From an optimization exercise on the open Yosys and OpenROAD flow, aimed at small area; shortcuts taken in it are not production practice.
Only simulation tests tie the RTL to the original design; equivalence was not proved.
No activity file was given, so power comes from the tool's default toggle rates.

alpha:
==> flow/design.v <==
module b58_cliky
	(
		CLOCK_50,
		KEY,
		SW,
		HEX0, HEX1, HEX2, HEX3, HEX4, HEX5, HEX6, HEX7,
		PLOT_X,
		PLOT_Y,
		PLOT_COLOUR,
		PLOT_EN
	);
	input			CLOCK_50;
	input   [9:0]   SW;
	input   [3:0]   KEY;
	output 	[6:0]   HEX0, HEX1, HEX2, HEX3, HEX4, HEX5, HEX6, HEX7;
	output	[7:0]	PLOT_X;
	output	[7:0]	PLOT_Y;
	output	[2:0]	PLOT_COLOUR;
	output			PLOT_EN;
	wire clk     = CLOCK_50;
	wire resetn  = SW[0];
	wire restart = SW[9];
	wire key1 = ~KEY[3], key2 = ~KEY[2], key3 = ~KEY[1], key4 = ~KEY[0];
	localparam [1:0] PH_MISC = 2'b00, PH_LOAD = 2'b11, PH_DRAW = 2'b10, PH_WAIT = 2'b01;
	localparam [2:0] M_START = 3'd0, M_ANSWER = 3'd1, M_PRESSED = 3'd2, M_TIMESUP = 3'd3,
	                 M_UPDATE = 3'd4, M_UPWAIT = 3'd5, M_RESTART = 3'd6, M_RSWAIT = 3'd7;
	reg [1:0] ph;
	reg [2:0] id;
	reg [8:0]  q;           
	reg [2:0]  c5;          
	reg [6:0]  ncol;        
	reg [3:0]  nmode;       
	reg [2:0]  cc;          
	reg        sqv;         
	reg [1:0]  sqi;         
	reg        p0;          
	reg [1:0]  mode;        
	reg        hp;          
	reg [1:0]  kreg;        
	reg [3:0]  lives;
	reg [15:0] score;
	reg [2:0]  r5;          
	reg [15:0] high_score;
	reg [14:0] m;           
	reg [17:0] tct;         
	reg        skip;
	reg        times_up;
	function [17:0] inc18;
		input [17:0] x;
		integer i;
		reg c;
		begin
			c = 1'b1;
			for (i = 0; i < 18; i = i + 1) begin
				inc18[i] = x[i] ^ c;
				c = c & x[i];
			end
		end
	endfunction
	function [17:0] dec18;
		input [17:0] x;
		integer i;
		reg b;
		begin
			b = 1'b1;
			for (i = 0; i < 18; i = i + 1) begin
				dec18[i] = x[i] ^ b;
				b = b & ~x[i];
			end
		end
	endfunction
	function [17:0] incc18;
		input [17:0] x;
		input cin;
		integer i;
		reg c;
		begin
			c = cin;
			for (i = 0; i < 18; i = i + 1) begin
				incc18[i] = x[i] ^ c;
				c = c & x[i];
			end
		end
	endfunction
	function [14:0] add15;
		input [14:0] x;
		input [14:0] a;
		integer i;
		reg c;
		begin
			c = 1'b0;
			for (i = 0; i < 15; i = i + 1) begin
				add15[i] = x[i] ^ a[i] ^ c;
				c = (x[i] & a[i]) | (x[i] & c) | (a[i] & c);
			end
		end
	endfunction
	wire misc = (ph == PH_MISC);
	wire st_start   = misc & (id == M_START);
	wire st_answer  = misc & (id == M_ANSWER);
	wire st_pressed = misc & (id == M_PRESSED);
	wire st_update  = misc & (id == M_UPDATE);
	wire plot       = (ph == PH_DRAW);
	wire ld_next    = (ph == PH_LOAD) & (id == 3'd4);
	wire is_bar  = id[2] & (id[1] | id[0]);
	wire draw_done = q[7] & q[6] & (&q[4:0]) & (is_bar ? (q[8] & ~q[5]) : (q[5] & ~q[8]));
	wire pv = ~&q;         
	wire anykey = key1 | key2 | key3 | key4;
	wire [1:0] kprio = key1 ? 2'd0 : key2 ? 2'd1 : key3 ? 2'd2 : 2'd3;
	reg  ksel;
	always @(*)
		case (kreg)
			2'd0: ksel = key1;
			2'd1: ksel = key2;
			2'd2: ksel = key3;
			default: ksel = key4;
		endcase
	reg [1:0] nph;
	reg [2:0] nid;
	always @(*) begin
		nph = ph;
		nid = id;
		case (ph)
			PH_LOAD: nph = PH_DRAW;
			PH_DRAW: if (draw_done) nph = PH_WAIT;
			PH_WAIT: begin
				if (id == 3'd6) begin
					nph = PH_MISC;
					nid = M_ANSWER;
				end else begin
					nph = PH_LOAD;
					nid = id + 3'd1;
				end
			end
			default: begin
				case (id)
					M_START: begin nph = PH_LOAD; nid = 3'd0; end
					M_ANSWER: begin
						if (times_up) nid = M_TIMESUP;
						else if (anykey & ~hp) nid = M_PRESSED;
					end
					M_PRESSED: begin
						if (times_up) nid = M_TIMESUP;
						else if (~ksel) nid = M_ANSWER;
					end
					M_TIMESUP: nid = M_UPDATE;
					M_UPDATE:  nid = M_UPWAIT;
					M_UPWAIT: begin
						if (lives != 4'd0) begin nph = PH_LOAD; nid = 3'd0; end
						else nid = M_RESTART;
					end
					M_RESTART: if (restart) nid = M_RSWAIT;
					default:   if (~restart) nid = M_START;
				endcase
			end
		endcase
	end
	always @(posedge clk) begin
		if (!resetn) begin
			ph <= PH_MISC;
			id <= M_START;
		end else begin
			ph <= nph;
			id <= nid;
		end
	end
	wire red    = (cc == 3'b100);
	wire yellow = (cc == 3'b110);
	wire green  = (cc == 3'b010);
	wire pink   = (cc == 3'b101);
	wire cyan   = (cc == 3'b011);
	wire ry     = red | yellow;
	wire mode_on = (mode != 2'd0);
	wire match  = sqv & (sqi == kreg);
	wire inc_score = hp & ry & (match ^ yellow ^ mode_on);
	wire dec_life  = (~hp & ry) | (hp & ry & ~(match ^ yellow ^ mode_on)) | (hp & match & green & mode_on);
	wire inc_life  = hp & match & green & ~mode_on;
	wire inc_speed = hp & match & (mode_on ? cyan : pink);
	wire dec_speed = hp & match & (mode_on ? pink : cyan);
	wire hs_eq = (high_score == score);
	wire m_up = st_update & dec_speed;
	wire m_dn = (st_update & inc_speed) | (ld_next & (r5 == 3'd4));
	wire [14:0] m_add = {{8{m_dn}}, {5{m_up}}, m_dn, m_up | m_dn};
	wire [14:0] m_next = add15(m, m_add);
	wire rst_any = ~resetn | st_start;
	wire [17:0] c5_inc    = inc18({15'd0, c5});
	wire [17:0] ncol_inc  = inc18({11'd0, ncol});
	wire [17:0] nmode_inc = inc18({14'd0, nmode});
	wire [17:0] r5_inc    = inc18({15'd0, r5});
	wire score_en = st_update & inc_score;
	wire [17:0] score_nx  = incc18({2'b00, score}, score_en);
	wire [15:0] score_d   = rst_any ? 16'd0 : score_nx[15:0];
	wire life_dn = st_update & dec_life & ~inc_life & (lives != 4'd0);
	wire life_up = st_update & inc_life;
	wire [14:0] lives_nx  = add15({11'd0, lives}, {11'd0, life_dn, life_dn, life_dn, life_dn | life_up});
	wire [17:0] q_inc     = inc18({9'd0, q});
	always @(posedge clk) begin
		c5    <= (!resetn || c5 == 3'd4) ? 3'd0 : c5_inc[2:0];
		ncol  <= (!resetn || ncol == 7'd100) ? 7'd0 : ncol_inc[6:0];
		nmode <= (!resetn || nmode == 4'd10) ? 4'd0 : nmode_inc[3:0];
		if (st_start) begin
			tct <= {m, 3'b000};
			skip <= 1'b1;
			times_up <= 1'b0;
		end else if (tct == {17'd0, skip}) begin
			tct <= {m, 3'b000};
			skip <= 1'b0;
			times_up <= 1'b1;
		end else begin
			tct <= dec18(tct);
			times_up <= 1'b0;
		end
		m <= rst_any ? 15'd2250 : m_next;
		if (st_answer & ~hp)
			kreg <= kprio;
		if (st_start | (ph == PH_LOAD && id == 3'd0))
			hp <= 1'b0;
		else if (st_pressed)
			hp <= 1'b1;
		if (!resetn)
			sqv <= 1'b0;
		else if (ld_next && !c5[2])
			sqv <= 1'b1;
		if (ld_next) begin
			if (!c5[2])
				sqi <= c5[1:0];
			p0 <= c5[2];
			if (ncol <= 7'd44)      cc <= 3'b100;
			else if (ncol <= 7'd89) cc <= 3'b110;
			else if (ncol <= 7'd94) cc <= 3'b010;
			else if (ncol <= 7'd97) cc <= 3'b101;
			else                    cc <= 3'b011;
		end
		score <= score_d;
		lives <= rst_any ? 4'd3 : lives_nx[3:0];
		if (rst_any || score_nx[16])
			r5 <= 3'd0;
		else if (score_en)
			r5 <= (r5 == 3'd4) ? 3'd0 : r5_inc[2:0];
		if (!resetn || (score_en && hs_eq))
			high_score <= score_d;
		if (st_start)
			mode <= 2'd0;
		else if (st_update) begin
			if (mode == 2'd0) begin
				if (nmode == 4'd1)
					mode <= 2'd1;
			end else
				mode <= mode + 2'd1;
		end
		q  <= (plot & resetn) ? q_inc[8:0] : 9'h1FF;
	end
	wire [1:0] pos = id[2] ? (p0 ? 2'd3 : sqi) : id[1:0];
	reg  [7:0] sq_x;
	always @(*)
		case (pos)
			2'd0: sq_x = 8'd30;
			2'd1: sq_x = 8'd60;
			2'd2: sq_x = 8'd90;
			default: sq_x = 8'd120;
		endcase
	wire [7:0] px = is_bar ? (id[1] ? {6'b100111, q[1:0]} : {6'b000000, q[1:0]})
	                       : sq_x + {4'd0, q[3:0]};
	wire [7:0] py = is_bar ? {1'b0, q[8:2]} : 8'd52 + {4'd0, q[7:4]};
	wire [2:0] pc = ~id[2] ? 3'b111 : (~is_bar ? cc : (mode_on ? 3'b100 : 3'b000));
	assign PLOT_EN     = plot;
	assign PLOT_X      = pv ? px : 8'd0;
	assign PLOT_Y      = pv ? py : 8'd0;
	assign PLOT_COLOUR = pv ? pc : 3'd0;
	hex_display score_1(.IN(score[3:0]), .OUT(HEX0));
	hex_display score_2(.IN(score[7:4]), .OUT(HEX1));
	hex_display high_score_1(.IN(high_score[3:0]), .OUT(HEX6));
	hex_display high_score_2(.IN(high_score[7:4]), .OUT(HEX7));
	hex_display lives_count(.IN(lives), .OUT(HEX4));
	assign HEX5 = 7'b1000111;
	assign HEX3 = 7'b0010010;
	assign HEX2 = 7'b1000110;
endmodule
module hex_display(IN, OUT);
	input [3:0] IN;
	output [6:0] OUT;
	wire [111:0] tbl = {7'b0001110, 7'b0000110, 7'b0100001, 7'b1000110,
	                    7'b0000011, 7'b0001000, 7'b0011000, 7'b0000000,
	                    7'b1111000, 7'b0000010, 7'b0010010, 7'b0011001,
	                    7'b0110000, 7'b0100100, 7'b1111001, 7'b1000000};
	assign OUT = tbl[IN * 7 +: 7];
endmodule
export LEC_CHECK = 0
export CAP_MARGIN = 20
export CORE_MARGIN = 2
export CORE_UTILIZATION = 40
export PLACE_DENSITY = 0.6
export SLEW_MARGIN = 20
create_clock -name core_clock -period 16.0 [get_ports {CLOCK_50}]
standard.sh (not shown) runs the stock make flow with config.mk's settings and CLKGATE_MAP_FILE= SYNTH_SCRIPT=/design/flow/synth_recipe.tcl, a recipe that flattens the netlist after the stock synthesis.
==> flow/flow/run.sh <==
#!/bin/bash
# Own layout flow: the standard ORFS flow (standard.sh) with
#  - synthesis through flow/my_synth.tcl: the standard synthesis script with
#    an area-oriented ABC mapping (flow/abc_small.script) and no full/half
#    adder extraction; registers are inferred and mapped as in the standard
#    synthesis;
#  - port buffers of the smallest buffer cell (buf_1) instead of the default;
#  - clock tree of clkbuf_4 cells, without dummy loads;
#  - constant outputs driven by one shared tie cell per value instead of
#    one tie cell per output (SKIP_REPAIR_TIE_FANOUT).
# Each tool's output goes to the ORFS logs under orfs/logs; make's own output
# goes to flow_make.log in this folder.
set -euo pipefail
W=$PWD
bash standard.sh \
  SYNTH_SCRIPT=$W/flow/my_synth.tcl \
  "BUFFER_PORTS_ARGS=-buffer_cell sky130_fd_sc_hd__buf_1" \
  "CTS_ARGS=-sink_clustering_enable -repair_clock_nets -buf_list sky130_fd_sc_hd__clkbuf_4 -dont_use_dummy_load" \
  SKIP_REPAIR_TIE_FANOUT=1 \
  finish > flow_make.log 2>&1
==> flow/flow/abc_small.script <==
strash
&get -n
&deepsyn -T 120
&put
dch -f
amap
topo
==> flow/flow/my_synth.tcl <==
# The standard synthesis (synth_recipe.tcl) with two changes to the
# combinational mapping only: no full/half-adder extraction, and an
# area-oriented ABC script. Registers are inferred and mapped exactly as in
# the standard synthesis.
proc synth {args} { yosys synth -nofsm -noshare {*}$args }
proc extract_fa {args} { }
set ::my_abc_script [file join [file dirname [file normalize [info script]]] abc_small.script]
proc abc {args} {
  set out {}
  set skip 0
  foreach a $args {
    if {$skip} { lappend out $::my_abc_script; set skip 0; continue }
    if {$a eq "-script"} { set skip 1 }
    lappend out $a
  }
  yosys abc {*}$out
}
source $::env(SCRIPTS_DIR)/synth.tcl
# left out here: clear keep_hierarchy, flatten, clean up, hide names made inside functions, write 1_2_yosys.v
#### Input delta (beta over alpha)
-- flow/design.v --
<<< alpha, line 22
	wire restart = SW[9];
	wire key1 = ~KEY[3], key2 = ~KEY[2], key3 = ~KEY[1], key4 = ~KEY[0];
	localparam [1:0] PH_MISC = 2'b00, PH_LOAD = 2'b11, PH_DRAW = 2'b10, PH_WAIT = 2'b01;
	localparam [2:0] M_START = 3'd0, M_ANSWER = 3'd1, M_PRESSED = 3'd2, M_TIMESUP = 3'd3,
	                 M_UPDATE = 3'd4, M_UPWAIT = 3'd5, M_RESTART = 3'd6, M_RSWAIT = 3'd7;
>>> beta, line 22
	wire restart = SW[9];
	wire key1 = ~KEY[3], key2 = ~KEY[2], key3 = ~KEY[1], key4 = ~KEY[0];
	localparam [1:0] PH_MISC = 2'b00, PH_LOAD = 2'b01, PH_DRAW = 2'b11, PH_WAIT = 2'b10;
	localparam [2:0] M_START = 3'd0, M_ANSWER = 3'd1, M_PRESSED = 3'd2, M_TIMESUP = 3'd3,
	                 M_UPDATE = 3'd4, M_UPWAIT = 3'd5, M_RESTART = 3'd6, M_RSWAIT = 3'd7;
[summary]
- When the final numbers for alpha and beta were put side by side, the arrival time of data at the critical path endpoint turned out to be greater in alpha.
- In the final design statistics, beta uses fewer standard cells in total than alpha.
- Compared with alpha, beta shows synthesized netlist cell count lower by about 3%.
- On total routing resource utilization after global routing: between alpha and beta, it ends up lower for alpha.
- On areal power density over the cells, the higher figure sits with alpha, not beta.
- Compared with alpha, beta shows a post-route cell area that is about 1.1% lower.
- Between beta and alpha, it is beta whose max-slew headroom at the worst pin is higher, by 0.48 points.
- [beta] antenna diode instance count rose 1 relative to alpha
- In beta the wire length turned out 210 um higher than in alpha.
- [compare] base=alpha new=beta: flip-flop and latch share of the layout cell area now larger, period utilization now smaller.


b58_cliky, a different RTL version from the one above (not shown whole).
Size in the first run: roughly 120 flip-flops, ~91 I/O pins, about 0.0079 mm^2 of cells after synthesis.
==> module hex_display, before the edit <==
module hex_display(IN, OUT);
	input [3:0] IN;
	output [6:0] OUT;
	wire [111:0] tbl = {7'b0001110, 7'b0000110, 7'b0100001, 7'b1000110,
	                    7'b0000011, 7'b0001000, 7'b0011000, 7'b0000000,
	                    7'b1111000, 7'b0000010, 7'b0010010, 7'b0011001,
	                    7'b0110000, 7'b0100100, 7'b1111001, 7'b1000000};
	assign OUT = tbl[IN * 7 +: 7];
endmodule
==> flow/config.mk <==
export PLATFORM = sky130hd
export DESIGN_NAME = b58_cliky
export DESIGN_NICKNAME = b58_cliky
export VERILOG_FILES = /design/flow/design.v
export SDC_FILE = /design/flow/constraint.sdc
export NUM_CORES = 4
export LEC_CHECK = 0
export CAP_MARGIN = 20
export CORE_MARGIN = 2
export CORE_UTILIZATION = 40
export PLACE_DENSITY = 0.6
export SLEW_MARGIN = 20
==> flow/constraint.sdc <==
create_clock -name core_clock -period 16.0 [get_ports {CLOCK_50}]
set_input_delay 3.2000 -clock core_clock [delete_from_list [all_inputs] [get_ports {CLOCK_50}]]
set_output_delay 3.2000 -clock core_clock [all_outputs]
set_load 0.01 [all_outputs]
run.sh (not shown) runs the stock make flow with config.mk's settings and CLKGATE_MAP_FILE= SYNTH_SCRIPT=/design/flow/synth_recipe.tcl, a recipe that flattens the netlist after the stock synthesis.
Stock flow here: none of the scripts above is used.
Next try:
--- a/flow/design.v
+++ b/flow/design.v
@@ -231,10 +231,24 @@
 endmodule
 module hex_display(IN, OUT);
 	input [3:0] IN;
-	output [6:0] OUT;
-	wire [111:0] tbl = {7'b0001110, 7'b0000110, 7'b0100001, 7'b1000110,
-	                    7'b0000011, 7'b0001000, 7'b0011000, 7'b0000000,
-	                    7'b1111000, 7'b0000010, 7'b0010010, 7'b0011001,
-	                    7'b0110000, 7'b0100100, 7'b1111001, 7'b1000000};
-	assign OUT = tbl[IN * 7 +: 7];
+	output reg [6:0] OUT;
+	always @(*)
+		case (IN)
+			4'h0: OUT = 7'b1000000;
+			4'h1: OUT = 7'b1111001;
+			4'h2: OUT = 7'b0100100;
+			4'h3: OUT = 7'b0110000;
+			4'h4: OUT = 7'b0011001;
+			4'h5: OUT = 7'b0010010;
+			4'h6: OUT = 7'b0000010;
+			4'h7: OUT = 7'b1111000;
+			4'h8: OUT = 7'b0000000;
+			4'h9: OUT = 7'b0011000;
+			4'hA: OUT = 7'b0001000;
+			4'hB: OUT = 7'b0000011;
+			4'hC: OUT = 7'b1000110;
+			4'hD: OUT = 7'b0100001;
+			4'hE: OUT = 7'b0000110;
+			default: OUT = 7'b0001110;
+		endcase
 endmodule
Effect: The changed run passed the timing, DRC and antenna checks. Via count rises by about 9%. Non-clock buffer count does not change. First-iteration DRC count grows by 25%. Worst hold slack gets better by 9.4 ps. Worst setup slack gets better by 40 ps. Die area rises by about 11%. Clock power went up by 6.9%.

## re-timing with driven ports
Ports are ideal in the flow. The routed layouts listed here were re-timed in OpenROAD.
Step 1: set_driving_cell puts a clkbuf_16 on CLOCK_50 and a buf_2 on each other input, an assumption about the parent block.
Step 2 also shifts input and output timing later by t, the mid clock arrival at the registers, as if the neighbouring blocks saw the same clock.
Three values: ideal ports, drivers, drivers and shift; two values: the first two.
| run | t, ns | slack for setup (ns) | slew at the worst register clock pin (ns) |
|---|---|---|---|
| alpha | 0.542 | 9.466 / 9.432 / 9.260 | 0.10 / 0.10 |
| beta | 0.549 | 9.918 / 9.883 / 9.500 | 0.11 / 0.11 |
| the first run of note 2 | 0.455 | 9.380 / 9.339 / 9.794 | 0.05 / 0.05 |
| the second run of note 2 | 0.472 | 9.420 / 9.373 / 9.345 | 0.07 / 0.07 |
After both steps setup and hold are still met in every run listed. The setup slack of beta, which loses most, moves by -0.035 ns with the drivers and by -0.418 ns with both steps.
